This is an optimization exercise on Yosys and OpenROAD, whose aim is small area, a short achievable clock period and few clock cycles, not a production implementation.
In this exercise RTL edits were held to simulation tests only and were not proved equivalent to the original.

==> flow/design.v (outline; a module is shown in full before it is edited, if it fits) <==
// module CONVCOR: 730 lines
// module CONVCOR_fa: 6 lines
// module CONVCOR_ha: 6 lines
module CONVCOR(
        clk,
        rst_n,
        in_valid,
        in_a,
        in_b,
        in_mode,
        out_valid,
        out
);
  // ...
==> flow/flow/run.sh <==
#!/bin/bash
# Standard ORFS layout, with repair_timing aiming for extra setup slack so the
# layout is sized for a shorter period than the 12 ns constraint, plain
# buffers on the ports, and no dummy clock-tree loads.
set -euo pipefail
bash standard.sh SETUP_SLACK_MARGIN=8.7 \
  "BUFFER_PORTS_ARGS=-buffer_cell sky130_fd_sc_hd__buf_1" \
  "CTS_ARGS=-sink_clustering_enable -repair_clock_nets -dont_use_dummy_load" \
  finish > flow_standard.log 2>&1
==> flow/standard.sh <==
#!/bin/bash
# synth_recipe.tcl (not shown) runs the flow's synth.tcl, then flattens the netlist and writes it again
# the make line also repeats each setting of config.mk as NAME=value (left out here)
make -C /OpenROAD-flow-scripts/flow DESIGN_CONFIG=/design/flow/config.mk WORK_HOME=/design/flow/orfs CLKGATE_MAP_FILE= SYNTH_SCRIPT=/design/flow/synth_recipe.tcl "${@:-finish}"
==> flow/config.mk <==
export PLATFORM = sky130hd
export DESIGN_NAME = CONVCOR
export DESIGN_NICKNAME = CONVCOR
export VERILOG_FILES = /design/flow/design.v
export SDC_FILE = /design/flow/constraint.sdc
export NUM_CORES = 4
export LEC_CHECK = 0
export CAP_MARGIN = 20
export CORE_MARGIN = 2
export CORE_UTILIZATION = 40
export SLEW_MARGIN = 20
export SYNTH_HIERARCHICAL = 1
==> flow/constraint.sdc <==
create_clock -name core_clock -period 12.0 [get_ports {clk}]
set_input_delay 2.4000 -clock core_clock [delete_from_list [all_inputs] [get_ports {clk}]]
set_output_delay 2.4000 -clock core_clock [all_outputs]
set_load 0.01 [all_outputs]
==> results.txt, run 1 <==
predominant post-synthesis flop cell sky130_fd_sc_hd__dfxtp_1; number of cells traversed by the worst register-to-register path 6; met2 usage a little under a third; top layer used by detailed routing met4; delay of the slowest cell on the worst path between 0.3 and 0.4 ns; WP buf/inv 1; count of endpoints failing hold in the final timing report 0; Post-CTS Setup Inserts between 80 and 90; outcome timing/DRC/antenna clean; count of max-cap constraint violations 0; Chip Width 200 um; WHS ~0.33 ns; CTS clock-pin slew for the worst setup and hold paths about 0.060 ns; Slew Viols, Final 0; core area 0.0377 mm^2; number of violations reported at the end of detailed-routing iteration 0 approximately 470; Routed Antenna Nets 0; Final setup violation count 0; synthesized-area fraction occupied by adder cells a little over a third; period utilisation layout between 20% and 30%; flip-flop and latch share of the layout cell area 31.6%; # resized after CTS between 100 and 150; Biggest register out; Compound-Gate Fraction of Synth Area under 10%; antenna diode instance count 0; post-DR wirelength/cell about 18 um; global router's overall resource usage a little under a fifth; Post-synth EDFFs just under 100; Final GP Congestion between 0.8 and 0.9
Testbench counts, summed over its fixed seeds: cycles 64,050.
==> run 2, diff against run 1 <==
--- a/flow/config.mk
+++ b/flow/config.mk
@@ -10,2 +10,4 @@
 export CORE_UTILIZATION = 40
+export CTS_CLUSTER_DIAMETER = 100
+export CTS_CLUSTER_SIZE = 50
 export SLEW_MARGIN = 20
==> results.txt, run 2 <==
Rel. slew slack between 20% and 30%; hold_buf cts 0; Worst Setup Slack post-DPL a little over 8 ns; initial core utilization slightly above 40%; half-perimeter wire length after placement between 20000 and 25000 um; delay of the slowest cell on the worst path 0.32 ns (about the same); cell with the most instances after synthesis sky130_fd_sc_hd__fa_1; fraction of post-synthesis cell area in the top cell type by area between 30% and 40%; first-pass GRT wire length between 50000 and 60000 um; nature of the critical path startpoint register; syn nets about 1.6k; worst hold path type reg -> reg; top layer used by detailed routing met4; maximum clock skew at final layout ~0.063 ns; synthesized instance count 1269; Final setup violation count 0 (unchanged); predominant post-synthesis flop cell sky130_fd_sc_hd__dfxtp_1; IO Count between 70 and 80; Synth Area per Inst ~12 um^2; source-to-sink clock delay at the later pin of the worst-skew pair between 0.5 and 0.6 ns; biggest fanout along the worst timing path 2; critical path cell sequence buf_6; Inserted Clock Buffers 28; antenna diode instance count 0 (unchanged); leading post-synthesis cells by cell area sky130_fd_sc_hd__fa_1 (31%), sky130_fd_sc_hd__edfxtp_1 (19%), sky130_fd_sc_hd__dfxtp_1 (18%); fraction of layout cells with a size suffix above 1 between 10% and 20%; vias after detailed routing between 9k and 10k; Detailed Route WL ~36000 um; clock tree from TritonCTS yes; CTS clock-pin slew for the worst setup and hold paths 0.06 ns (about the same); post-route minimum period between 3 and 4 ns; RSZ-0062 raised after global routing true; Metal-1 WL between 15000 and 20000 um; pin count of the biggest net entering global routing 37; Data arrival, critical path 0.99 ns; Congestion Overflow GR 0; core area 0.0377 mm^2 (unchanged); library cell used as clock root buffer sky130_fd_sc_hd__clkbuf_16; Chip Width 200 um (unchanged); data required time at the worst endpoint roughly 9.6 ns; DR pass1 iterations 5; Crit Path Class reg -> out; via/cell ratio 5.09; post-synthesis register bit count about 240; total DRC errors in the routed layout 0; Die Footprint ~0.040 mm^2; Slew Viols, Final 0 (unchanged); slew of the pin with the lowest slew margin 1.10 ns; number of violations reported at the end of detailed-routing iteration 0 474 (unchanged); most common cell after layout, fill and taps aside sky130_fd_sc_hd__fa_1; final net count 1768; Site Rows 71; count of max-cap constraint violations 0 (unchanged); aggregate negative setup slack 0 ns; Post-synth EDFFs 97 (unchanged); cell at the slowest stage of the critical path sky130_fd_sc_hd__dfxtp_2; IO buf count 72; count of endpoints failing hold in the final timing report 0 (unchanged); outcome timing/DRC/antenna clean; period utilisation layout 28.2% (unchanged); Num Clock Sinks 235; yosys warns 7; count of unique library cells instantiated by Yosys between 50 and 60; post-DR wirelength/cell 18.4 um (unchanged); Routed Antenna Nets 0 (unchanged); Setup WS post-layout roughly 8.6 ns; share of the core filled with cells 48.1%; capturing element type of the critical path output pin; Final GP Congestion 0.830 (unchanged); global router's overall resource usage 18.4% (unchanged); wire length on met2 roughly 18000 um; cell taking the most area after synthesis sky130_fd_sc_hd__fa_1; Crit path max-delay family flip-flops; overall die height ~200 um; H-Tree Level Count 1; vias in the first global route 10.6k; met3 routed WL roughly 1800 um; clock tree buffer depth 3; Biggest register out; WP buf/inv 1 (unchanged); most numerous cell types in the synthesized netlist sky130_fd_sc_hd__fa_1 (240), sky130_fd_sc_hd__nand2_1 (204), sky130_fd_sc_hd__dfxtp_1 (138); number of flip-flops in the largest register 36; Post-Syn Area between 0.015 and 0.02 mm^2; layout overhead on the synthesized area 18.2%; number of antenna violations at the first check in global routing 1; Max Clock Freq between 200 and 300 MHz; top library cells by usage in the layout, fill and taps aside sky130_fd_sc_hd__fa_1 (235), sky130_fd_sc_hd__nand2_1 (199), sky130_fd_sc_hd__dfxtp_1 (100), sky130_fd_sc_hd__buf_4 (99), sky130_fd_sc_hd__edfxtp_1 (97); Async S/R FF share, synth 0%; fraction of the yosys area taken by sequential cells between 30% and 40%
## run 2: Yosys stat by module, one instance, submodules excluded
module	times used	flops+latches	cell area (um^2)
CONVCOR	1	235	10500
CONVCOR_fa	238	0	20.0
CONVCOR_ha	4	0	12.5
## run 2: final timing paths
check                                 startpoint         endpoint  slack (ns)  cells after the start
worst max-delay path             out[14]$_DFF_P_          out[14]        8.61                      1
worst min register to register    acc$_SDFF_PP0_     acc2$_DFF_P_        0.33                      0
worst max register to register  xa[12]$_DFFE_PP_  tr_p9_1$_DFF_P_        8.68                      6
worst min-delay path              acc$_SDFF_PP0_     acc2$_DFF_P_        0.33                      0
## run 2: what timing repair did
item,in CTS,in global routing
setup endpoints to repair,58,57
gates cloned,0,2
gates resized for setup,113,31
pin swaps,2,21
buffers inserted,87,18
## run 2: logic make-up (layout without fill, tap and decap cells)
kind of cell,after synthesis,in the layout,synth area share [%]
and+or+nand+nor,403,403,12.7
xor gates and xnor gates,41,41,2.34
buffers and inverters,116,275,2.91
DFF,235,235,37.0
muxes,50,50,3.53
AOI/OAI and AO/OA,122,122,5.04
adders and majority gates,302,302,36.4
## run 2: through the flow
stage / cells / hold WS (ns) / cell area (um^2)
final: 1939 / 0.328 / 18100
after global routing: 1939 / 0.339 / 18100
after CTS: 1919 / 0.330 / 17900
after detailed placement: 1804 / 0.317 / 16100
after global placement: 1803 / 0.319 / 16100
after floorplan: 1269 / 0.310 / 15300
## run 2: metal layers
metal	vias to the layer above	GRT usage [%]
met5	-	0
met4	0	4.53
met3	53	2.77
met2	272	31.4
met1	5103	24.7
li1	4437	-
## run 2: layout make-up
| type | instances | area, um^2 |
|---|---|---|
| clock buffers | 28 | 701 |
| fillers | 3435 | 19500 |
| inverters | 60 | 225 |
| multi-input cells | 918 | 9280 |
| flip-flops and latches | 235 | 5720 |
| well taps | 511 | 639 |
| repair buffers | 187 | 1560 |
==> run 3, diff against run 2 <==
==> flow/flow/run.sh (replaced) <==
#!/bin/bash
# Standard ORFS layout, with repair_timing aiming for extra setup slack so the
# layout is sized for a shorter period than the 12 ns constraint, plain
# buffers on the ports, larger clock sink clusters and no dummy clock loads.
set -euo pipefail
bash standard.sh SETUP_SLACK_MARGIN=8.7 \
  "BUFFER_PORTS_ARGS=-buffer_cell sky130_fd_sc_hd__buf_1" \
  "CTS_ARGS=-sink_clustering_enable -repair_clock_nets -dont_use_dummy_load -sink_clustering_size 30 -sink_clustering_max_diameter 150" \
  finish > flow_standard.log 2>&1
--- a/flow/config.mk
+++ b/flow/config.mk
@@ -10,4 +10,2 @@
 export CORE_UTILIZATION = 40
-export CTS_CLUSTER_DIAMETER = 100
-export CTS_CLUSTER_SIZE = 50
 export SLEW_MARGIN = 20
==> results.txt, run 3 <==
cell taking the most area after synthesis sky130_fd_sc_hd__fa_1; core area 0.0377 mm^2 (unchanged); Final GP Congestion 0.830 (unchanged); yosys warns 7 (unchanged); number of antenna violations at the first check in global routing 0 (-1); post-DR wirelength/cell 18.0 um (-1.9%); vias in the first global route 10.5k (-1.4%); nature of the critical path startpoint register; biggest fanout along the worst timing path 2 (unchanged); DR pass1 iterations 5 (unchanged); final standard cell count with taps included and fillers excluded 1912 (-1.4%); Routed Antenna Nets 0 (unchanged); share of the core filled with cells 46.7% (-1.4 points); top library cells by usage in the layout, fill and taps aside sky130_fd_sc_hd__fa_1 (235), sky130_fd_sc_hd__nand2_1 (202), sky130_fd_sc_hd__dfxtp_1 (99), sky130_fd_sc_hd__edfxtp_1 (97), sky130_fd_sc_hd__buf_4 (93); Inserted Clock Buffers 11 (-61%); IO Count 73 (unchanged); leading post-synthesis cells by cell area sky130_fd_sc_hd__fa_1 (31%), sky130_fd_sc_hd__edfxtp_1 (19%), sky130_fd_sc_hd__dfxtp_1 (18%); Async S/R FF share, synth 0% (unchanged); cell area reported after detailed placement 0.0161 mm^2 (unchanged); post-synthesis register bit count 235 (unchanged); fraction of layout cells with a size suffix above 1 17.9% (-1.4 points); most common cell after layout, fill and taps aside sky130_fd_sc_hd__fa_1; Max Clock Freq 298 MHz (+1.1%); Rel. slew slack 27.5% (+0.71 points); worst hold path type reg -> reg; Detailed Route WL 34400 um (-3.3%); clock tree from TritonCTS yes; Setup WS post-layout 8.65 ns (+0.0366 ns); cell with the most instances after synthesis sky130_fd_sc_hd__fa_1; predominant post-synthesis flop cell sky130_fd_sc_hd__dfxtp_1; number of flip-flops in the largest register 36 (unchanged); capturing element type of the critical path output pin; Register Area 0.00572 mm^2 (about the same); IO buf count 72 (unchanged); final std cell area, no fill 0.0176 mm^2 (-3.0%); total instance count after detailed placement 1804 (unchanged); WHS 0.338 ns (+0.0101 ns); post-route minimum period 3.35 ns (-0.0366 ns); Final setup violation count 0 (unchanged); Worst Setup Slack post-DPL 8.23 ns (unchanged); via/cell ratio 5.05 (-0.70%); Data arrival, critical path 0.95 ns (-0.04 ns); period utilisation layout 27.9% (-0.30 points); data required time at the worst endpoint 9.60 ns (about the same); area used by multi-input combinational logic 0.00930 mm^2 (+0.22%); Crit Path Class reg -> out; first-pass GRT wire length 55600 um (-1.5%); setup slack of the worst register-to-register path 8.71 ns (+0.03 ns); Slew Viols, Final 0 (unchanged); fraction of the yosys area taken by sequential cells 37.0% (unchanged); Congestion Overflow GR 0 (unchanged); WP buf/inv 1 (unchanged); Crit path max-delay family flip-flops; syn nets 1607 (unchanged); Chip Width 200 um (unchanged); antenna diode instance count 0 (unchanged); layout overhead on the synthesized area 14.7%; maximum clock skew at final layout 0.0253 ns (-0.0374 ns); aggregate negative setup slack 0 ns (unchanged); overall die height 200 um (unchanged); half-perimeter wire length after placement 23000 um (unchanged); count of max-cap constraint violations 0 (unchanged); Post-synth EDFFs 97 (unchanged); vias after detailed routing 9660 (-2.1%); count of endpoints failing hold in the final timing report 0 (unchanged); hold_buf cts 0 (unchanged); global router's overall resource usage 18.1% (-0.31 points); number of violations reported at the end of detailed-routing iteration 0 484 (+2.1%); pin count of the biggest net entering global routing 37 (unchanged); Die Footprint 0.0399 mm^2 (unchanged); source-to-sink clock delay at the later pin of the worst-skew pair 0.49 ns (-0.06 ns); fillcell total 3503 (+2.0%); Site Rows 71 (unchanged); count of unique library cells instantiated by Yosys 51 (unchanged); cell at the slowest stage of the critical path sky130_fd_sc_hd__dfxtp_2; most numerous cell types in the synthesized netlist sky130_fd_sc_hd__fa_1 (240), sky130_fd_sc_hd__nand2_1 (204), sky130_fd_sc_hd__dfxtp_1 (138); final net count 1741 (-1.5%); library cell used as clock root buffer sky130_fd_sc_hd__clkbuf_16; RSZ-0062 raised after global routing true; synthesized instance count 1269 (unchanged); Num Clock Sinks 235 (unchanged); Biggest register out; Post-Syn Area 0.0153 mm^2 (unchanged); H-Tree Level Count 1 (unchanged); slew of the pin with the lowest slew margin 1.09 ns (-0.0106 ns); outcome timing/DRC/antenna clean; delay of the slowest cell on the worst path 0.34 ns (+0.02 ns); initial core utilization 40.7% (unchanged); critical path cell sequence buf_6; clock tree buffer depth 3 (unchanged); Synth Area per Inst 12.1 um^2 (unchanged); fraction of post-synthesis cell area in the top cell type by area 31.3% (unchanged); CTS clock-pin slew for the worst setup and hold paths 0.12 ns (+0.06 ns); total DRC errors in the routed layout 0 (unchanged)
==> run 3: cell counts after synthesis <==
Identical to the previous run, type by type.
==> run 3: final timing paths <==
kind,to,depth (start not counted),start
setup / recovery,out[21],1,out[21]$_DFF_P_
hold reg to reg,acc2$_DFF_P_,0,acc$_SDFF_PP0_
setup reg to reg,out[15]$_DFF_P_,9,ti_p1_2$_DFF_P_
hold / removal,acc2$_DFF_P_,0,acc$_SDFF_PP0_
==> run 3: routing by layer <==
| metal | global-route usage, % | vias up | share of wire (%) |
|---|---|---|---|
| met5 | 0 | - | 0 |
| met4 | 3.68 | 0 | 1.9 |
| met3 | 2.42 | 31 | 4.8 |
| met2 | 31.0 | 232 | 49 |
| met1 | 24.8 | 5023 | 44 |
| li1 | - | 4374 | - |
==> run 3: repair_timing <==
action | CTS | global route
pin swaps | 2 | 24
endpoints found under the setup margin | 57 | 68
resized for setup | 117 | 31
buffers inserted | 85 | 12
==> run 3: per-module statistics from Yosys (local to each module, per instance) <==
module      flops+latches  cell area (um^2)
CONVCOR_ha              0              12.5
CONVCOR               235             10500
CONVCOR_fa              0              20.0
==> run 3: cell families (layout without fill, tap and decap cells) <==
group | after synthesis | in the layout | synth area share, %
and+or+nand+nor | 403 | 403 | 12.7
xor gates and xnor gates | 41 | 41 | 2.34
buffers and inverters | 116 | 248 | 2.91
muxes | 50 | 50 | 3.53
AOI/OAI and AO/OA | 122 | 122 | 5.04
adders and majority gates | 302 | 302 | 36.4
DFF | 235 | 235 | 37.0
==> run 3: cell type report <==
class                      instances  share of cell area (%)
inverter                          60                    1.28
timing repair buffer             177                    8.10
tap                              511                    3.64
multi-input combinational        918                    52.9
clock buffer                      11                    1.57
sequential                       235                    32.6
==> run 4, diff against run 3 <==
--- a/flow/flow/run.sh
+++ b/flow/flow/run.sh
@@ -7,3 +7,3 @@
   "BUFFER_PORTS_ARGS=-buffer_cell sky130_fd_sc_hd__buf_1" \
-  "CTS_ARGS=-sink_clustering_enable -repair_clock_nets -dont_use_dummy_load -sink_clustering_size 30 -sink_clustering_max_diameter 150" \
+  "CTS_ARGS=-sink_clustering_enable -repair_clock_nets -dont_use_dummy_load -sink_clustering_size 24 -sink_clustering_max_diameter 150" \
   finish > flow_standard.log 2>&1
--- a/flow/config.mk
+++ b/flow/config.mk
@@ -9,3 +9,3 @@
 export CORE_MARGIN = 2
-export CORE_UTILIZATION = 40
+export CORE_UTILIZATION = 60
 export SLEW_MARGIN = 20
==> results.txt, run 4 <==
critical path cell sequence buf_6; most numerous cell types in the synthesized netlist sky130_fd_sc_hd__fa_1 (240), sky130_fd_sc_hd__nand2_1 (204), sky130_fd_sc_hd__dfxtp_1 (138); final net count 1732 (-0.52%); biggest fanout along the worst timing path 2 (unchanged); vias in the first global route 10.1k (-3.8%); Routed Antenna Nets 0 (unchanged); layout overhead on the synthesized area 13.1%; maximum clock skew at final layout 0.0388 ns (+0.0135 ns); fraction of the yosys area taken by sequential cells 37.0% (unchanged); IO Count 73 (unchanged); library cell used as clock root buffer sky130_fd_sc_hd__clkbuf_16; WP buf/inv 1 (unchanged); Rel. slew slack 33.9% (+6.5 points); H-Tree Level Count 1 (unchanged); outcome timing/DRC/antenna clean; Detailed Route WL 32800 um (-4.7%); aggregate negative setup slack 0 ns (unchanged); Final GP Congestion 0.844 (+1.7%); data required time at the worst endpoint 9.60 ns (about the same); leading post-synthesis cells by cell area sky130_fd_sc_hd__fa_1 (31%), sky130_fd_sc_hd__edfxtp_1 (19%), sky130_fd_sc_hd__dfxtp_1 (18%); initial core utilization 61.1% (+20 points); IO buf count 72 (unchanged); DR pass1 iterations 7 (+2); Setup WS post-layout 8.65 ns (+0.00119 ns); most common cell after layout, fill and taps aside sky130_fd_sc_hd__fa_1; post-DR wirelength/cell 19.1 um (+5.8%); RSZ-0062 raised after global routing true; Data arrival, critical path 0.95 ns (about the same); Async S/R FF share, synth 0% (unchanged); post-synthesis register bit count 235 (unchanged); number of antenna violations at the first check in global routing 1 (+1); delay of the slowest cell on the worst path 0.34 ns (about the same); CTS clock-pin slew for the worst setup and hold paths 0.09 ns (-0.03 ns); Register Area 0.00572 mm^2 (about the same); slew of the pin with the lowest slew margin 0.991 ns (-0.0970 ns); worst hold path type reg -> reg; cell taking the most area after synthesis sky130_fd_sc_hd__fa_1; count of max-cap constraint violations 0 (unchanged); Num Clock Sinks 235 (unchanged); area used by multi-input combinational logic 0.00930 mm^2 (about the same); Congestion Overflow GR 0 (unchanged); Post-Syn Area 0.0153 mm^2 (unchanged); clock tree from TritonCTS yes; source-to-sink clock delay at the later pin of the worst-skew pair 0.50 ns (about the same); Inserted Clock Buffers 13 (+2); overall die height 164 um (-18%); Die Footprint 0.0268 mm^2 (-33%); number of violations reported at the end of detailed-routing iteration 0 516 (+6.6%); fillcell total 1924 (-45%); capturing element type of the critical path output pin; fraction of layout cells with a size suffix above 1 17.5% (-0.39 points); Biggest register out; Post-synth EDFFs 97 (unchanged); first-pass GRT wire length 52100 um (-6.4%); Chip Width 164 um (-18%); Synth Area per Inst 12.1 um^2 (unchanged); clock tree buffer depth 3 (unchanged); count of endpoints failing hold in the final timing report 0 (unchanged); period utilisation layout 27.9% (about the same); number of flip-flops in the largest register 36 (unchanged); nature of the critical path startpoint register; Slew Viols, Final 0 (unchanged); fraction of post-synthesis cell area in the top cell type by area 31.3% (unchanged); global router's overall resource usage 25.4% (+7.3 points); Site Rows 58 (-18%); Crit Path Class reg -> out; pin count of the biggest net entering global routing 37 (unchanged); vias after detailed routing 9589 (-0.73%); synthesized instance count 1269 (unchanged); Max Clock Freq 299 MHz (about the same); predominant post-synthesis flop cell sky130_fd_sc_hd__dfxtp_1; Worst Setup Slack post-DPL 8.38 ns (+0.155 ns); antenna diode instance count 0 (unchanged); yosys warns 7 (unchanged); post-route minimum period 3.35 ns (-0.00119 ns); cell with the most instances after synthesis sky130_fd_sc_hd__fa_1; share of the core filled with cells 69.0% (+22 points); via/cell ratio 5.57 (+10%); syn nets 1607 (unchanged); top library cells by usage in the layout, fill and taps aside sky130_fd_sc_hd__fa_1 (231), sky130_fd_sc_hd__nand2_1 (204), sky130_fd_sc_hd__dfxtp_1 (100), sky130_fd_sc_hd__edfxtp_1 (97), sky130_fd_sc_hd__buf_4 (84); half-perimeter wire length after placement 22400 um (-2.4%); total DRC errors in the routed layout 0 (unchanged); Crit path max-delay family flip-flops; core area 0.0251 mm^2 (-33%); count of unique library cells instantiated by Yosys 51 (unchanged); cell at the slowest stage of the critical path sky130_fd_sc_hd__dfxtp_2; Final setup violation count 0 (unchanged)
run 4: cell count changes in the layout (fill, tap and decap cells not counted), sizes merged:
| cell | before | now |
|---|---|---|
| buf | 177 | 166 |
| clkbuf | 11 | 13 |
run 4: logic make-up (layout without fill, tap and decap cells):
group                    after synthesis  count (layout)  share of synthesized area, %
AO/OA/AOI/OAI                        122             122                          5.04
XOR/XNOR                              41              41                          2.34
adder cells (fa/ha/maj)              302             302                          36.4
buffers and inverters                116             239                          2.91
flip-flops                           235             235                          37.0
multiplexers                          50              50                          3.53
AND/OR/NAND/NOR                      403             403                          12.7
run 4: final timing paths:
path,start,end,slack (ns),cells after the start
hold reg to reg,acc$_SDFF_PP0_,acc2$_DFF_P_,0.31,0
hold / removal,acc$_SDFF_PP0_,acc2$_DFF_P_,0.31,0
setup / recovery,out[12]$_DFF_P_,out[12],8.65,1
setup reg to reg,xb[15]$_DFFE_PP_,ti_p9_1$_DFF_P_,8.67,6
run 4: timing repair:
action                     CTS  global route
hold buffers                 0             0
gates resized for setup    112            31
pin swaps                    5            23
gates cloned                 0             0
setup buffers               60            24
setup endpoints to repair   56            76
run 4: cell type report:
cell class                 instances  share of cell area [%]
sequential                       235                    33.0
multi-input combinational        918                    53.6
tap                              330                    2.38
inverter                          60                    1.30
clock buffer                      13                    1.88
timing repair buffer             166                    7.80
run 4: layer usage:
| layer | up-vias | track usage (%) | share of wire, % |
|---|---|---|---|
| li1 | 4355 | - | - |
| met1 | 4895 | 34.7 | 43 |
| met2 | 286 | 43.4 | 50 |
| met3 | 53 | 3.18 | 4.9 |
| met4 | 0 | 6.98 | 2.5 |
| met5 | - | 0 | 0 |
run 4: modules after synthesis (local to each module, per instance):
module      cells  flip-flops and latches  cell area, um^2  times used
CONVCOR_ha      1                       0             12.5           4
CONVCOR      1027                     235            10500           1
CONVCOR_fa      1                       0             20.0         238
run 4: metrics by stage:
step | hold WS [ns] | area, um^2 | cells
after CTS | 0.314 | 17000 | 1698
final | 0.309 | 17300 | 1722
after global placement | 0.318 | 15900 | 1624
after global routing | 0.318 | 17300 | 1722
after floorplan | 0.310 | 15300 | 1269
after detailed placement | 0.315 | 15900 | 1625
==> run 5, diff against run 4 <==
--- a/flow/flow/run.sh
+++ b/flow/flow/run.sh
@@ -5,3 +5,3 @@
 set -euo pipefail
-bash standard.sh SETUP_SLACK_MARGIN=8.7 \
+bash standard.sh SETUP_SLACK_MARGIN=8.4 \
   "BUFFER_PORTS_ARGS=-buffer_cell sky130_fd_sc_hd__buf_1" \
--- a/flow/config.mk
+++ b/flow/config.mk
@@ -9,3 +9,3 @@
 export CORE_MARGIN = 2
-export CORE_UTILIZATION = 60
+export CORE_UTILIZATION = 40
 export SLEW_MARGIN = 20
==> results.txt, run 5 <==
outcome timing/DRC/antenna clean; Slew Viols, Final 0 (unchanged); most numerous cell types in the synthesized netlist sky130_fd_sc_hd__fa_1 (240), sky130_fd_sc_hd__nand2_1 (204), sky130_fd_sc_hd__dfxtp_1 (138); fraction of post-synthesis cell area in the top cell type by area 31.3% (unchanged); DR pass1 iterations 5 (-2); Chip Width 200 um (+22%); fraction of layout cells with a size suffix above 1 8.07% (-9.5 points); Max Clock Freq 281 MHz (-6.0%); leading post-synthesis cells by cell area sky130_fd_sc_hd__fa_1 (31%), sky130_fd_sc_hd__edfxtp_1 (19%), sky130_fd_sc_hd__dfxtp_1 (18%); overall die height 200 um (+22%); Inserted Clock Buffers 13 (unchanged); clock tree from TritonCTS yes; number of flip-flops in the largest register 36 (unchanged); final net count 1690 (-2.4%); Data arrival, critical path 3.91 ns (+2.96 ns); Synth Area per Inst 12.1 um^2 (unchanged); critical path startpoint xb[8]$_DFFE_PP_; count of unique library cells instantiated by Yosys 51 (unchanged); vias after detailed routing 9386 (-2.1%); pin count of the biggest net entering global routing 37 (unchanged); Final GP Congestion 0.829 (-1.8%); slew of the pin with the lowest slew margin 1.02 ns (+0.0309 ns); count of max-cap constraint violations 0 (unchanged); Die Footprint 0.0399 mm^2 (+49%); Biggest register out; startpoint of the most critical register-to-register path xb[8]$_DFFE_PP_; Register Area 0.00568 mm^2 (-0.83%); initial core utilization 40.7% (-20 points); predominant post-synthesis flop cell sky130_fd_sc_hd__dfxtp_1; post-route minimum period 3.56 ns (+0.213 ns); cell with the most instances after synthesis sky130_fd_sc_hd__fa_1; most common cell after layout, fill and taps aside sky130_fd_sc_hd__fa_1; core area 0.0377 mm^2 (+50%); cell taking the most area after synthesis sky130_fd_sc_hd__fa_1; synthesized instance count 1269 (unchanged); total DRC errors in the routed layout 0 (unchanged); CTS clock-pin slew for the worst setup and hold paths 0.10 ns (about the same); number of antenna violations at the first check in global routing 2 (+1); clock tree buffer depth 3 (unchanged); Post-Syn Area 0.0153 mm^2 (unchanged); source-to-sink clock delay at the later pin of the worst-skew pair 0.50 ns (about the same); yosys warns 7 (unchanged); capturing element type of the critical path register; Post-synth EDFFs 97 (unchanged); global router's overall resource usage 17.2% (-8.2 points); H-Tree Level Count 1 (unchanged); layout overhead on the synthesized area 9.75%; vias in the first global route 10.1k (-0.21%); Async S/R FF share, synth 0% (unchanged); aggregate negative setup slack 0 ns (unchanged); post-DR wirelength/cell 17.8 um (-6.8%); RSZ-0062 raised after global routing true; syn nets 1607 (unchanged); first-pass GRT wire length 53200 um (+2.2%); Num Clock Sinks 235 (unchanged); count of endpoints failing hold in the final timing report 0 (unchanged); half-perimeter wire length after placement 23300 um (+3.9%); via/cell ratio 5.04 (-9.5%); library cell used as clock root buffer sky130_fd_sc_hd__clkbuf_16; nature of the critical path startpoint register; IO buf count 72 (unchanged); Crit Path Class reg -> reg; top library cells by usage in the layout, fill and taps aside sky130_fd_sc_hd__fa_1 (240), sky130_fd_sc_hd__nand2_1 (204), sky130_fd_sc_hd__dfxtp_1 (138), sky130_fd_sc_hd__edfxtp_1 (97), sky130_fd_sc_hd__buf_1 (72); Congestion Overflow GR 0 (unchanged); data required time at the worst endpoint 12.35 ns (+2.75 ns); HP Start acc$_SDFF_PP0_; fillcell total 3535 (+84%); biggest fanout along the worst timing path 17 (+15); post-synthesis register bit count 235 (unchanged); maximum clock skew at final layout 0.0440 ns (+0.00521 ns); fraction of the yosys area taken by sequential cells 37.0% (unchanged); worst hold path type reg -> reg; area used by multi-input combinational logic 0.00924 mm^2 (-0.59%); Final setup violation count 0 (unchanged); WHS 0.318 ns (+0.00866 ns); number of violations reported at the end of detailed-routing iteration 0 491 (-4.8%); IO Count 73 (unchanged); Site Rows 71 (+22%); Routed Antenna Nets 0 (unchanged); period utilisation layout 29.7% (+1.8 points); Rel. slew slack 31.9% (-2.1 points); Detailed Route WL 33100 um (+0.77%)
-- run 5: worst paths after layout --
kind                     end  slack, ns  cells after the start
max          tr_p8_1$_DFF_P_       8.44                      6
min             acc2$_DFF_P_       0.32                      0
max reg2reg  tr_p8_1$_DFF_P_       8.44                      6
min reg2reg     acc2$_DFF_P_       0.32                      0
-- run 5: what timing repair did --
item | CTS | global route
setup endpoints to repair | 6 | 11
hold buffers | 0 | 0
resized for setup | 0 | 1
setup buffers | 27 | 18
-- run 5: cell type report --
class | instances | share of cell area (%)
Tap cell | 511 | 3.80
Inverter | 60 | 1.34
Antenna cell | 1 | 0.0149
Clock buffer | 13 | 1.93
Multi-Input combinational cell | 918 | 54.9
Timing Repair Buffer | 124 | 4.25
Sequential cell | 235 | 33.7
-- run 5: modules after synthesis, one instance, submodules excluded --
module | flip-flops and latches | cells inside
CONVCOR | 235 | 1027
CONVCOR_fa | 0 | 1
CONVCOR_ha | 0 | 1
-- run 5: kinds of logic after synthesis --
group	count (synthesis)	synth area share, %
AOI/OAI and AO/OA	122	5.04
and+or+nand+nor	403	12.7
adders and majority gates	302	36.4
DFF	235	37.0
muxes	50	3.53
xor gates and xnor gates	41	2.34
buffers and inverters	116	2.91
-- run 5: per-stage QoR --
| stage | worst slack [ns] | cell area, um^2 | instances | utilization (%) |
|---|---|---|---|---|
| floorplan | 8.53 | 15300 | 1269 | - |
| global placement | 7.91 | 16100 | 1803 | 42.7 |
| detailed placement | 8.24 | 16100 | 1803 | 42.7 |
| CTS | 8.40 | 16700 | 1843 | 44.2 |
| global route | 8.35 | 16800 | 1861 | 44.7 |
| finish | 8.44 | 16800 | 1862 | 44.7 |
-- run 5: routing by layer --
metal | share of wire (%) | global-route usage [%] | vias up
li1 | - | - | 4283
met1 | 43 | 23.2 | 4823
met2 | 50 | 30.1 | 248
met3 | 5.0 | 2.37 | 30
met4 | 1.8 | 3.32 | 2
met5 | 0.039 | 0 | -
-- run 5: critical path, cell delays in order (launching register included) --
cell                       delay, ns
sky130_fd_sc_hd__edfxtp_1       0.83
sky130_fd_sc_hd__and2_1         0.25
sky130_fd_sc_hd__fa_1           0.43
sky130_fd_sc_hd__fa_1           0.40
sky130_fd_sc_hd__fa_1           0.49
sky130_fd_sc_hd__fa_1           0.58
sky130_fd_sc_hd__fa_1           0.42
==> run 6, diff against run 5 <==
--- a/flow/flow/run.sh
+++ b/flow/flow/run.sh
@@ -5,3 +5,3 @@
 set -euo pipefail
-bash standard.sh SETUP_SLACK_MARGIN=8.4 \
+bash standard.sh SETUP_SLACK_MARGIN=8.8 \
   "BUFFER_PORTS_ARGS=-buffer_cell sky130_fd_sc_hd__buf_1" \
==> results.txt, run 6 <==
outcome timing/DRC/antenna clean; clock tree from TritonCTS yes; Synth Area per Inst 12.1 um^2 (unchanged); layout overhead on the synthesized area 16.9%; IO Count 73 (unchanged); Crit path max-delay family flip-flops; Slew Viols, Final 0 (unchanged); count of endpoints failing hold in the final timing report 0 (unchanged); predominant post-synthesis flop cell sky130_fd_sc_hd__dfxtp_1; most numerous cell types in the synthesized netlist sky130_fd_sc_hd__fa_1 (240), sky130_fd_sc_hd__nand2_1 (204), sky130_fd_sc_hd__dfxtp_1 (138); biggest fanout along the worst timing path 2 (-15); pin count of the biggest net entering global routing 37 (unchanged); fraction of post-synthesis cell area in the top cell type by area 31.3% (unchanged); Final GP Congestion 0.843 (+1.7%); cell at the slowest stage of the critical path sky130_fd_sc_hd__dfxtp_2; clock tree buffer depth 3 (unchanged); Crit Path Class reg -> out; vias in the first global route 10.5k (+4.0%); total DRC errors in the routed layout 0 (unchanged); period utilisation layout 28.0% (-1.7 points); RSZ-0062 raised after global routing true; worst hold path type reg -> reg; Chip Width 200 um (unchanged); Async S/R FF share, synth 0% (unchanged); delay of the slowest cell on the worst path 0.34 ns (-0.49 ns); count of max-cap constraint violations 0 (unchanged); startpoint of the most critical register-to-register path xb[15]$_DFFE_PP_; fraction of layout cells with a size suffix above 1 20.6% (+13 points); source-to-sink clock delay at the later pin of the worst-skew pair 0.51 ns (about the same); H-Tree Level Count 1 (unchanged); number of flip-flops in the largest register 36 (unchanged); Post-synth EDFFs 97 (unchanged); antenna diode instance count 0 (-1); nature of the critical path startpoint register; post-route minimum period 3.36 ns (-0.206 ns); data required time at the worst endpoint 9.60 ns (-2.75 ns); vias after detailed routing 9665 (+3.0%); Critical R2R Capture ti_p9_1$_DFF_P_; DR pass1 iterations 5 (unchanged); count of unique library cells instantiated by Yosys 51 (unchanged); setup slack of the worst register-to-register path 8.70 ns (+0.26 ns); Inserted Clock Buffers 13 (unchanged); cell taking the most area after synthesis sky130_fd_sc_hd__fa_1; slew of the pin with the lowest slew margin 0.967 ns (-0.0547 ns); Rel. slew slack 35.5% (+3.6 points); fillcell total 3472 (-1.8%); cell with the most instances after synthesis sky130_fd_sc_hd__fa_1; Routed Antenna Nets 0 (unchanged); Setup WS post-layout 8.64 ns (+0.206 ns); library cell used as clock root buffer sky130_fd_sc_hd__clkbuf_16; first-pass GRT wire length 56000 um (+5.3%); Num Clock Sinks 235 (unchanged); top library cells by usage in the layout, fill and taps aside sky130_fd_sc_hd__fa_1 (221), sky130_fd_sc_hd__nand2_1 (201), sky130_fd_sc_hd__buf_4 (100), sky130_fd_sc_hd__dfxtp_1 (99), sky130_fd_sc_hd__edfxtp_1 (97); number of violations reported at the end of detailed-routing iteration 0 533 (+8.6%); via/cell ratio 5.01 (-0.71%); number of antenna violations at the first check in global routing 1 (-1); Max Clock Freq 298 MHz (+6.1%); post-DR wirelength/cell 18.3 um (+3.2%); Worst Setup Slack post-DPL 7.97 ns (-0.270 ns); most common cell after layout, fill and taps aside sky130_fd_sc_hd__fa_1; IO buf count 72 (unchanged); Data arrival, critical path 0.96 ns (-2.95 ns); leading post-synthesis cells by cell area sky130_fd_sc_hd__fa_1 (31%), sky130_fd_sc_hd__edfxtp_1 (19%), sky130_fd_sc_hd__dfxtp_1 (18%); maximum clock skew at final layout 0.0485 ns (+0.00452 ns); Final setup violation count 0 (unchanged); Post-Syn Area 0.0153 mm^2 (unchanged); initial core utilization 40.7% (unchanged); critical path startpoint out[24]$_DFF_P_; overall die height 200 um (unchanged); aggregate negative setup slack 0 ns (unchanged); global router's overall resource usage 18.3% (+1.1 points); Detailed Route WL 35400 um (+7.0%); half-perimeter wire length after placement 23800 um (+2.2%); final net count 1760 (+4.1%); number of cells traversed by the worst hold path 0 (unchanged); yosys warns 7 (unchanged); HP Start acc$_SDFF_PP0_; fraction of the yosys area taken by sequential cells 37.0% (unchanged); Congestion Overflow GR 0 (unchanged); number of cells traversed by the worst register-to-register path 7 (+1); synthesized instance count 1269 (unchanged); Site Rows 71 (unchanged); WP buf/inv 1 (+1); CTS clock-pin slew for the worst setup and hold paths 0.10 ns (about the same); capturing element type of the critical path output pin; Biggest register out; Hold EP acc2$_DFF_P_; syn nets 1607 (unchanged); Die Footprint 0.0399 mm^2 (unchanged); critical path cell sequence buf_6; core area 0.0377 mm^2 (unchanged); post-synthesis register bit count 235 (unchanged)
run 6: worst max-delay path by stage:
| stage | depth (start not counted) | to | slack (ns) |
|---|---|---|---|
| after floorplan | 7 | ti_p9_1$_DFF_P_ | 8.77 |
| after global placement | 5 | xb[4]$_DFFE_PP_ | 8.02 |
| after detailed placement | 5 | xb[5]$_DFFE_PP_ | 7.97 |
| after CTS | 1 | out[16] | 8.61 |
| after global routing | 1 | out[16] | 8.60 |
| final | 1 | out[24] | 8.64 |
run 6: logic make-up (layout without fill, tap and decap cells):
logic type | after synthesis | in the layout | share of synthesized area [%]
multiplexers | 50 | 50 | 3.53
XOR/XNOR | 41 | 41 | 2.34
buffers and inverters | 116 | 267 | 2.91
AO/OA/AOI/OAI | 122 | 122 | 5.04
adder cells (fa/ha/maj) | 302 | 302 | 36.4
AND/OR/NAND/NOR | 403 | 403 | 12.7
flip-flops | 235 | 235 | 37.0
run 6: repair_timing:
item,in CTS,in global routing
gates cloned,0,1
buffers inserted,96,16
pin swaps,13,30
gates resized for setup,135,45
hold buffers,0,0
hold endpoints to repair,0,0
endpoints found under the setup margin,121,73
run 6: area by class of cell:
type / count / area (um^2) / share of cell area (%)
Timing Repair Buffer: 194 / 1620 / 9.02
Clock buffer: 13 / 325 / 1.82
Sequential cell: 235 / 5730 / 32.0
Multi-Input combinational cell: 918 / 9380 / 52.4
Tap cell: 511 / 639 / 3.57
Inverter: 60 / 225 / 1.26
run 6: per-stage QoR:
step	cells	instance area, um^2	util [%]	hold WS (ns)
after detailed placement	1805	16100	42.8	0.312
final	1931	17900	47.6	0.330
after CTS	1914	17600	46.7	0.335
after floorplan	1269	15400	-	0.310
after global placement	1805	16100	42.8	0.311
after global routing	1931	17900	47.6	0.335
run 6: modules after synthesis (local to each module, per instance):
module / cell area [um^2] / cells inside
CONVCOR_fa: 20.0 / 1
CONVCOR: 10500 / 1027
CONVCOR_ha: 12.5 / 1
run 6: metal layers:
layer  global-route usage (%)  vias up  routed length [um]
li1                         -     4414                   -
met1                     25.3     4942               15800
met2                     30.4      267               16900
met3                     3.09       42                1960
met4                     4.53        0                 756
met5                        0        -                   0
==> run 7, diff against run 6 <==
--- a/flow/flow/run.sh
+++ b/flow/flow/run.sh
@@ -5,3 +5,3 @@
 set -euo pipefail
-bash standard.sh SETUP_SLACK_MARGIN=8.8 \
+bash standard.sh SETUP_SLACK_MARGIN=8.7 \
   "BUFFER_PORTS_ARGS=-buffer_cell sky130_fd_sc_hd__buf_1" \
==> results.txt, run 7 <==
nature of the critical path startpoint register; Post-synth EDFFs 97 (unchanged); outcome timing/DRC/antenna clean; leading post-synthesis cells by cell area sky130_fd_sc_hd__fa_1 (31%), sky130_fd_sc_hd__edfxtp_1 (19%), sky130_fd_sc_hd__dfxtp_1 (18%); Final setup violation count 0 (unchanged); Num Clock Sinks 235 (unchanged); slew of the pin with the lowest slew margin 1.09 ns (+0.126 ns); Die Footprint 0.0399 mm^2 (unchanged); largest family of logic cells by synthesized area adder cells; predominant post-synthesis flop cell sky130_fd_sc_hd__dfxtp_1; number of antenna violations at the first check in global routing 0 (-1); Post-Syn Area 0.0153 mm^2 (unchanged); IO Count 73 (unchanged); capturing element type of the critical path output pin; total instance count after detailed placement 1804 (-0.055%); cell at the slowest stage of the critical path sky130_fd_sc_hd__dfxtp_2; Chip Width 200 um (unchanged); overall die height 200 um (unchanged); count of endpoints failing hold in the final timing report 0 (unchanged); post-DR wirelength/cell 18.0 um (-1.7%); Routed Antenna Nets 0 (unchanged); cell with the most instances after synthesis sky130_fd_sc_hd__fa_1; Inserted Clock Buffers 13 (unchanged); number of flip-flops in the largest register 36 (unchanged); count of unique library cells instantiated by Yosys 51 (unchanged); fraction of the mapped netlist area in simple logic gates 12.7% (unchanged); synthesized-area fraction occupied by adder cells 36.4% (unchanged); IO buf count 72 (unchanged); vias in the first global route 10.5k (+0.34%); Final GP Congestion 0.830 (-1.5%); global router's overall resource usage 18.1% (-0.23 points); aggregate negative setup slack 0 ns (unchanged); maximum clock skew at final layout 0.0417 ns (-0.00680 ns); H-Tree Level Count 1 (unchanged); core area 0.0377 mm^2 (unchanged); most common cell after layout, fill and taps aside sky130_fd_sc_hd__fa_1; Rel. slew slack 27.1% (-8.4 points); CTS clock-pin slew for the worst setup and hold paths 0.09 ns (about the same); layout overhead on the synthesized area 15.3%; library cell used as clock root buffer sky130_fd_sc_hd__clkbuf_16; syn nets 1607 (unchanged); initial core utilization 40.7% (unchanged); Crit path max-delay family flip-flops; via/cell ratio 5.07 (+1.3%); first-pass GRT wire length 55700 um (-0.49%); pin count of the biggest net entering global routing 37 (unchanged); post-synthesis register bit count 235 (unchanged); Slew Viols, Final 0 (unchanged); post-route minimum period 3.35 ns (-0.00196 ns); data required time at the worst endpoint 9.60 ns (about the same); yosys warns 7 (unchanged); Data arrival, critical path 0.95 ns (about the same); RSZ-0062 raised after global routing true; number of violations reported at the end of detailed-routing iteration 0 493 (-7.5%); DR pass1 iterations 5 (unchanged); fraction of post-synthesis cell area in the top cell type by area 31.3% (unchanged); clock tree buffer depth 3 (unchanged); biggest fanout along the worst timing path 2 (unchanged); Post-Synth XOR/XNOR Area 2.34% (unchanged); WP buf/inv 1 (unchanged); Max Clock Freq 298 MHz (about the same); Congestion Overflow GR 0 (unchanged); hold_buf cts 0 (unchanged); final net count 1745 (-0.85%); delay of the slowest cell on the worst path 0.34 ns (about the same); vias after detailed routing 9717 (+0.54%); final standard cell count with taps included and fillers excluded 1916 (-0.78%); synthesized instance count 1269 (unchanged); clock tree from TritonCTS yes; most numerous cell types in the synthesized netlist sky130_fd_sc_hd__fa_1 (240), sky130_fd_sc_hd__nand2_1 (204), sky130_fd_sc_hd__dfxtp_1 (138); proportion of synthesized area in mux cells 3.53% (unchanged); total DRC errors in the routed layout 0 (unchanged); Compound-Gate Fraction of Synth Area 5.04% (unchanged); critical path cell sequence buf_6; top library cells by usage in the layout, fill and taps aside sky130_fd_sc_hd__fa_1 (233), sky130_fd_sc_hd__nand2_1 (202), sky130_fd_sc_hd__dfxtp_1 (99), sky130_fd_sc_hd__edfxtp_1 (97), sky130_fd_sc_hd__buf_4 (96); Site Rows 71 (unchanged); fraction of the yosys area taken by sequential cells 37.0% (unchanged); Synth Area per Inst 12.1 um^2 (unchanged); fraction of layout cells with a size suffix above 1 18.3% (-2.3 points); Biggest register out; antenna diode instance count 0 (unchanged); period utilisation layout 28.0% (about the same); count of max-cap constraint violations 0 (unchanged); half-perimeter wire length after placement 23000 um (-3.5%); Detailed Route WL 34500 um (-2.5%); Async S/R FF share, synth 0% (unchanged); source-to-sink clock delay at the later pin of the worst-skew pair 0.50 ns (about the same); Crit Path Class reg -> out; cell taking the most area after synthesis sky130_fd_sc_hd__fa_1; worst hold path type reg -> reg
==> run 7: cell counts after synthesis <==
No cell type changed its count.
==> run 7: layout make-up <==
type / instances / area (um^2)
Clock buffer: 13 / 325
Fill cell: 3481 / 20000
Inverter: 60 / 225
Multi-Input combinational cell: 918 / 9300
Sequential cell: 235 / 5720
Tap cell: 511 / 639
Timing Repair Buffer: 179 / 1460
==> run 7: modules after synthesis, one instance, submodules excluded <==
module | area, um^2 | flops+latches
CONVCOR_ha | 12.5 | 0
CONVCOR_fa | 20.0 | 0
CONVCOR | 10500 | 235
==> run 7: path summary, 6_finish.rpt <==
| kind | startpoint | to | slack [ns] | cells past startpoint |
|---|---|---|---|---|
| worst min register to register | acc$_SDFF_PP0_ | acc2$_DFF_P_ | 0.35 | 0 |
| worst min-delay path | acc$_SDFF_PP0_ | acc2$_DFF_P_ | 0.35 | 0 |
| worst max-delay path | out[35]$_DFF_P_ | out[35] | 8.65 | 1 |
| worst max register to register | ti_p1_2$_DFF_P_ | out[14]$_DFF_P_ | 8.73 | 10 |
==> run 7: per-layer routing <==
layer	vias to the layer above	global-route usage [%]	wire length [um]
met5	-	0	0
met4	0	3.70	630
met3	38	2.13	1400
met2	252	31.2	17200
met1	5041	24.8	15300
li1	4386	-	-
==> run 7: kinds of logic after synthesis <==
logic type               after synthesis
AO/OA/AOI/OAI                        122
XOR/XNOR                              41
adder cells (fa/ha/maj)              302
buffers and inverters                116
flip-flops                           235
multiplexers                          50
AND/OR/NAND/NOR                      403
==> run 7: repair_timing <==
item                                    4_1_cts  5_1_grt
endpoints found under the setup margin       57       67
gates cloned                                  0        1
pin swaps                                     2       22
buffers inserted                             86       12
resized for setup                           112       36
==> run 7: through the flow <==
| stage | utilization [%] | hold slack [ns] | instance area, um^2 | worst slack, ns |
|---|---|---|---|---|
| floorplan | - | 0.310 | 15300 | 8.68 |
| global placement | 42.7 | 0.319 | 16100 | 7.94 |
| detailed placement | 42.7 | 0.317 | 16100 | 8.23 |
| CTS | 46.3 | 0.352 | 17400 | 8.63 |
| global route | 46.9 | 0.367 | 17700 | 8.61 |
| finish | 46.9 | 0.349 | 17700 | 8.65 |
==> run 8, diff against run 7 <==
--- a/flow/config.mk
+++ b/flow/config.mk
@@ -7,2 +7,3 @@
 export LEC_CHECK = 0
+export ABC_AREA = 1
 export CAP_MARGIN = 20
==> results.txt, run 8 <==
outcome timing/DRC/antenna clean; RSZ-0062 raised after global routing true; count of endpoints failing hold in the final timing report 0 (unchanged); Chip Width 203 um (+1.5%); library cell used as clock root buffer sky130_fd_sc_hd__clkbuf_16; Post-Syn Area 0.0158 mm^2 (+3.2%); via/cell ratio 4.85 (-4.3%); Synth Area per Inst 9.81 um^2 (-19%); syn nets 1950 (+21%); H-Tree Level Count 1 (unchanged); Routed Antenna Nets 0 (unchanged); count of max-cap constraint violations 0 (unchanged); IO buf count 72 (unchanged); critical path cell sequence buf_6; Final setup violation count 0 (unchanged); top library cells by usage in the layout, fill and taps aside sky130_fd_sc_hd__nand2_1 (517), sky130_fd_sc_hd__fa_1 (238), sky130_fd_sc_hd__inv_1 (216), sky130_fd_sc_hd__dfxtp_1 (102), sky130_fd_sc_hd__buf_4 (100); clock tree buffer depth 3 (unchanged); Rel. slew slack 35.6% (+8.4 points); delay of the slowest cell on the worst path 0.36 ns (+0.02 ns); clock tree from TritonCTS yes; biggest fanout along the worst timing path 2 (unchanged); capturing element type of the critical path output pin; Biggest register out; period utilisation layout 28.0% (about the same); most numerous cell types in the synthesized netlist sky130_fd_sc_hd__nand2_1 (519), sky130_fd_sc_hd__fa_1 (240), sky130_fd_sc_hd__inv_1 (217); DR pass1 iterations 5 (unchanged); nature of the critical path startpoint register; fraction of the yosys area taken by sequential cells 35.9% (-1.1 points); source-to-sink clock delay at the later pin of the worst-skew pair 0.50 ns (about the same); pin count of the biggest net entering global routing 37 (unchanged); layout overhead on the synthesized area 13.5%; Final GP Congestion 0.849 (+2.3%); WP buf/inv 1 (unchanged); CTS clock-pin slew for the worst setup and hold paths 0.10 ns (about the same); maximum clock skew at final layout 0.0441 ns (+0.00239 ns); initial core utilization 40.7% (about the same); Crit Path Class reg -> out; overall die height 203 um (+1.5%); Site Rows 72 (+1.4%); Max Clock Freq 298 MHz (about the same); Post-synth EDFFs 97 (unchanged); vias after detailed routing 10.9k (+12%); most common cell after layout, fill and taps aside sky130_fd_sc_hd__nand2_1; IO Count 73 (unchanged); Die Footprint 0.0411 mm^2 (+3.1%); cell taking the most area after synthesis sky130_fd_sc_hd__fa_1; Num Clock Sinks 235 (unchanged); synthesized instance count 1612 (+27%); Detailed Route WL 37800 um (+9.4%); total instance count after detailed placement 2139 (+19%); antenna diode instance count 0 (unchanged); aggregate negative setup slack 0 ns (unchanged); predominant post-synthesis flop cell sky130_fd_sc_hd__dfxtp_1; total DRC errors in the routed layout 0 (unchanged); number of flip-flops in the largest register 36 (unchanged); post-synthesis register bit count 235 (unchanged); slew of the pin with the lowest slew margin 0.964 ns (-0.129 ns); Congestion Overflow GR 0 (unchanged); data required time at the worst endpoint 9.60 ns (about the same); number of violations reported at the end of detailed-routing iteration 0 705 (+43%); count of unique library cells instantiated by Yosys 33 (-35%); post-route minimum period 3.36 ns (+0.00133 ns); fraction of post-synthesis cell area in the top cell type by area 30.4% (-0.96 points); Inserted Clock Buffers 13 (unchanged); Slew Viols, Final 0 (unchanged); fraction of layout cells with a size suffix above 1 12.6% (-5.7 points); final net count 2073 (+19%); first-pass GRT wire length 60800 um (+9.1%); Async S/R FF share, synth 0% (unchanged); worst hold path type reg -> reg; number of antenna violations at the first check in global routing 0 (unchanged); final standard cell count with taps included and fillers excluded 2251 (+17%); core area 0.0388 mm^2 (+3.1%); half-perimeter wire length after placement 26800 um (+16%); leading post-synthesis cells by cell area sky130_fd_sc_hd__fa_1 (30%), sky130_fd_sc_hd__edfxtp_1 (18%), sky130_fd_sc_hd__dfxtp_1 (17%); vias in the first global route 11.5k (+9.4%); post-DR wirelength/cell 16.8 um (-6.9%); Worst Setup Slack post-DPL 8.39 ns (+0.169 ns); Data arrival, critical path 0.96 ns (about the same); yosys warns 7 (unchanged); Crit path max-delay family flip-flops; cell with the most instances after synthesis sky130_fd_sc_hd__nand2_1; global router's overall resource usage 18.9% (+0.82 points); cell at the slowest stage of the critical path sky130_fd_sc_hd__dfxtp_2; Setup WS post-layout 8.64 ns (-0.00133 ns)
[run 8: changes by cell type after synthesis, moves of 29 or more]
cell and change:
sky130_fd_sc_hd__and2_1 -63, sky130_fd_sc_hd__nor2_1 +39, sky130_fd_sc_hd__mux2_2 -32, sky130_fd_sc_hd__nor2b_1 -29
sky130_fd_sc_hd__nand2_1 +315, sky130_fd_sc_hd__inv_1 +157, sky130_fd_sc_hd__nand3_1 +54, sky130_fd_sc_hd__nand2b_1 -53
[run 8: per-stage QoR]
| stage | cell area, um^2 | utilization (%) | hold WS, ns |
|---|---|---|---|
| after floorplan | 15800 | - | 0.310 |
| after CTS | 17800 | 46.0 | 0.341 |
| after detailed placement | 16500 | 42.5 | 0.316 |
| final | 17900 | 46.2 | 0.348 |
| after global placement | 16500 | 42.5 | 0.314 |
| after global routing | 17900 | 46.2 | 0.359 |
[run 8: Yosys stat by module (local to each module, per instance)]
| module | area, um^2 | times used | flops+latches | cells inside |
|---|---|---|---|---|
| CONVCOR | 11000 | 1 | 235 | 1370 |
| CONVCOR_fa | 20.0 | 238 | 0 | 1 |
| CONVCOR_ha | 12.5 | 4 | 0 | 1 |
[run 8: cells by family after synthesis]
group,count (synthesis),share of synthesized area (%)
compound gates,90,2.90
buf+inv,290,7.10
xor+xnor,25,1.76
flops,235,35.9
simple gates,670,17.1
fa+ha+maj,302,35.3
[run 8: worst paths after layout]
check,from,to,slack (ns),depth (start not counted)
max reg2reg,xb[15]$_DFFE_PP_,tr_p9_1$_DFF_P_,8.68,8
min reg2reg,acc$_SDFF_PP0_,acc2$_DFF_P_,0.35,0
min,acc$_SDFF_PP0_,acc2$_DFF_P_,0.35,0
max,out[34]$_DFF_P_,out[34],8.64,1
[run 8: cell type report]
| type | instances | area [um^2] |
|---|---|---|
| fillers | 3639 | 20900 |
| well taps | 518 | 648 |
| repair buffers | 178 | 1400 |
| inverters | 220 | 826 |
| multi-input cells | 1087 | 9030 |
| clock buffers | 13 | 325 |
| flip-flops and latches | 235 | 5720 |
[run 8: metal layers]
layer,GRT usage (%),share of wire [%],up-vias
met4,5.24,2.7,0
li1,-,-,5132
met3,3.32,6.0,52
met2,32.2,49,299
met1,25.0,43,5439
met5,0,0,-
[run 8: repair_timing]
| item | CTS | global route |
|---|---|---|
| hold buffers | 0 | 0 |
| setup endpoints to repair | 56 | 50 |
| gates resized for setup | 112 | 6 |
| pin swaps | 2 | 11 |
| buffers inserted | 88 | 11 |
==> run 9, diff against run 8 <==
--- a/flow/config.mk
+++ b/flow/config.mk
@@ -7,3 +7,3 @@
 export LEC_CHECK = 0
-export ABC_AREA = 1
+export ABC_CLOCK_PERIOD_IN_PS = 3300
 export CAP_MARGIN = 20
==> results.txt, run 9 <==
total DRC errors in the routed layout 0 (unchanged); Final GP Congestion 0.830 (-2.3%); Die Footprint 0.0399 mm^2 (-3.0%); Inserted Clock Buffers 13 (unchanged); pin count of the biggest net entering global routing 37 (unchanged); Num Clock Sinks 235 (unchanged); via/cell ratio 5.07 (+4.5%); fraction of the yosys area taken by sequential cells 37.0% (+1.1 points); IO buf count 72 (unchanged); core area 0.0377 mm^2 (-3.0%); fraction of layout cells with a size suffix above 1 18.3% (+5.7 points); initial core utilization 40.7% (about the same); most common cell after layout, fill and taps aside sky130_fd_sc_hd__fa_1; delay of the slowest cell on the worst path 0.34 ns (-0.02 ns); data required time at the worst endpoint 9.60 ns (about the same); startpoint of the most critical register-to-register path ti_p1_2$_DFF_P_; period utilisation layout 28.0% (about the same); Max Clock Freq 298 MHz (about the same); fraction of post-synthesis cell area in the top cell type by area 31.3% (+0.96 points); final standard cell count with taps included and fillers excluded 1916 (-15%); count of max-cap constraint violations 0 (unchanged); library cell used as clock root buffer sky130_fd_sc_hd__clkbuf_16; Detailed Route WL 34500 um (-8.6%); Hold EP acc2$_DFF_P_; Site Rows 71 (-1.4%); count of unique library cells instantiated by Yosys 51 (+55%); predominant post-synthesis flop cell sky130_fd_sc_hd__dfxtp_1; vias in the first global route 10.5k (-8.6%); vias after detailed routing 9717 (-11%); Post-synth EDFFs 97 (unchanged); layout overhead on the synthesized area 15.3%; Biggest register out; total instance count after detailed placement 1804 (-16%); Data arrival, critical path 0.95 ns (about the same); Critical R2R Capture out[14]$_DFF_P_; fillcell total 3481 (-4.3%); Congestion Overflow GR 0 (unchanged); outcome timing/DRC/antenna clean; WP buf/inv 1 (unchanged); worst hold path type reg -> reg; biggest fanout along the worst timing path 2 (unchanged); post-route minimum period 3.35 ns (-0.00133 ns); Register Area 0.00572 mm^2 (about the same); number of flip-flops in the largest register 36 (unchanged); clock tree from TritonCTS yes; HP Start acc$_SDFF_PP0_; number of cells traversed by the worst hold path 0 (unchanged); source-to-sink clock delay at the later pin of the worst-skew pair 0.50 ns (about the same); Crit path max-delay family flip-flops; capturing element type of the critical path output pin; number of antenna violations at the first check in global routing 0 (unchanged); aggregate negative setup slack 0 ns (unchanged); number of violations reported at the end of detailed-routing iteration 0 493 (-30%); setup slack of the worst register-to-register path 8.73 ns (+0.05 ns); leading post-synthesis cells by cell area sky130_fd_sc_hd__fa_1 (31%), sky130_fd_sc_hd__edfxtp_1 (19%), sky130_fd_sc_hd__dfxtp_1 (18%); maximum clock skew at final layout 0.0417 ns (-0.00239 ns); Synth Area per Inst 12.1 um^2 (+23%); nature of the critical path startpoint register; antenna diode instance count 0 (unchanged); count of endpoints failing hold in the final timing report 0 (unchanged); post-synthesis register bit count 235 (unchanged); number of cells traversed by the worst register-to-register path 10 (+2); overall die height 200 um (-1.5%); DR pass1 iterations 5 (unchanged); cell with the most instances after synthesis sky130_fd_sc_hd__fa_1; final net count 1745 (-16%); area used by multi-input combinational logic 0.00930 mm^2 (+3.0%); post-DR wirelength/cell 18.0 um (+7.4%); Async S/R FF share, synth 0% (unchanged); cell taking the most area after synthesis sky130_fd_sc_hd__fa_1; H-Tree Level Count 1 (unchanged); syn nets 1607 (-18%); yosys warns 7 (unchanged); synthesized instance count 1269 (-21%); share of the core filled with cells 46.9% (+0.70 points); most numerous cell types in the synthesized netlist sky130_fd_sc_hd__fa_1 (240), sky130_fd_sc_hd__nand2_1 (204), sky130_fd_sc_hd__dfxtp_1 (138); Chip Width 200 um (-1.5%); critical path cell sequence buf_6; Post-Syn Area 0.0153 mm^2 (-3.1%); Crit Path Class reg -> out; IO Count 73 (unchanged); RSZ-0062 raised after global routing true; slew of the pin with the lowest slew margin 1.09 ns (+0.129 ns); Final setup violation count 0 (unchanged); first-pass GRT wire length 55700 um (-8.3%); CTS clock-pin slew for the worst setup and hold paths 0.09 ns (about the same); global router's overall resource usage 18.1% (-0.82 points); top library cells by usage in the layout, fill and taps aside sky130_fd_sc_hd__fa_1 (233), sky130_fd_sc_hd__nand2_1 (202), sky130_fd_sc_hd__dfxtp_1 (99), sky130_fd_sc_hd__edfxtp_1 (97), sky130_fd_sc_hd__buf_4 (96); Rel. slew slack 27.1% (-8.4 points); half-perimeter wire length after placement 23000 um (-14%); clock tree buffer depth 3 (unchanged); Routed Antenna Nets 0 (unchanged); cell at the slowest stage of the critical path sky130_fd_sc_hd__dfxtp_2; Slew Viols, Final 0 (unchanged)
==> run 9: per-layer routing <==
metal  track usage [%]  wire length [um]  vias to the layer above
met4              3.70               630                        0
li1                  -                 -                     4386
met3              2.13              1400                       38
met1              24.8             15300                     5041
met2              31.2             17200                      252
met5                 0                 0                        -
==> run 9: how the worst max path moves through the flow <==
stage / start / endpoint / slack, ns / cells after the start
floorplan: xa[4]$_DFFE_PP_ / ti_p9_1$_DFF_P_ / 8.68 / 7
global placement: in_mode / xb[6]$_DFFE_PP_ / 7.94 / 5
detailed placement: in_mode / xb[5]$_DFFE_PP_ / 8.23 / 5
CTS: out[17]$_DFF_P_ / out[17] / 8.63 / 1
global route: ti_p1_2$_DFF_P_ / out[10]$_DFF_P_ / 8.61 / 10
finish: out[35]$_DFF_P_ / out[35] / 8.65 / 1
==> run 9: area by class of cell <==
type                    instances  share of cell area [%]
clock buffers                  13                    1.84
inverters                      60                    1.27
multi-input cells             918                    52.6
flip-flops and latches        235                    32.4
well taps                     511                    3.62
repair buffers                179                    8.24
==> run 9: Yosys stat by module, one instance, submodules excluded <==
module	flip-flops and latches	cells	copies in the design
CONVCOR	235	1027	1
CONVCOR_fa	0	1	238
CONVCOR_ha	0	1	4
==> run 9: timing repair <==
action	in CTS	in global routing
buffers inserted	86	12
cloned	0	1
endpoints found under the setup margin	57	67
hold buffers	0	0
gates resized for setup	112	36
pin swaps	2	22
==> run 9: cells by family (layout without fill, tap and decap cells) <==
logic type      count (synthesis)  after routing  synth area share, %
flops                         235            235                 37.0
fa+ha+maj                     302            302                 36.4
compound gates                122            122                 5.04
buf+inv                       116            252                 2.91
simple gates                  403            403                 12.7
xor+xnor                       41             41                 2.34
mux                            50             50                 3.53
==> run 9: per-stage QoR <==
| stage | instance area, um^2 | hold WS, ns | worst slack (ns) |
|---|---|---|---|
| finish | 17700 | 0.349 | 8.65 |
| global route | 17700 | 0.367 | 8.61 |
| CTS | 17400 | 0.352 | 8.63 |
| detailed placement | 16100 | 0.317 | 8.23 |
| global placement | 16100 | 0.319 | 7.94 |
| floorplan | 15300 | 0.310 | 8.68 |

static timing again, ports no longer ideal:
How much do the figures lean on ideal ports? The routed layouts below were timed once more, with nothing changed but the port constraints.
Step 1: set_driving_cell puts a clkbuf_16 on clk and a buf_2 on each other input, an assumption about the parent block.
Step 2, shift: input delay + t, output delay - t, t = (earliest + latest rising clock arrival at the registers) / 2. This alone moves slack from input paths to output paths.
Slacks: no drivers / after step 1 / after step 2; pairs: no drivers / after step 1.
run	t (ns)	setup slack, ns	worst setup path at the end
run 1	0.571	8.613 / 8.563 / 8.476	input to register
run 2	0.571	8.613 / 8.563 / 8.476	input to register
run 3	0.529	8.649 / 8.600 / 8.482	input to register
run 4	0.526	8.651 / 8.600 / 8.539	input to register
run 5	0.529	8.438 / 8.438 / 8.312	input to register
run 6	0.543	8.644 / 8.590 / 8.503	input to register
run 7	0.532	8.646 / 8.595 / 8.488	input to register
run 8	0.528	8.644 / 8.596 / 8.609	input to register
run 9	0.532	8.646 / 8.595 / 8.488	input to register
After both steps setup and hold are still met in every run listed. For run 3, which loses most, drivers alone change the setup slack by -0.049 ns; drivers and shift together by -0.167 ns.
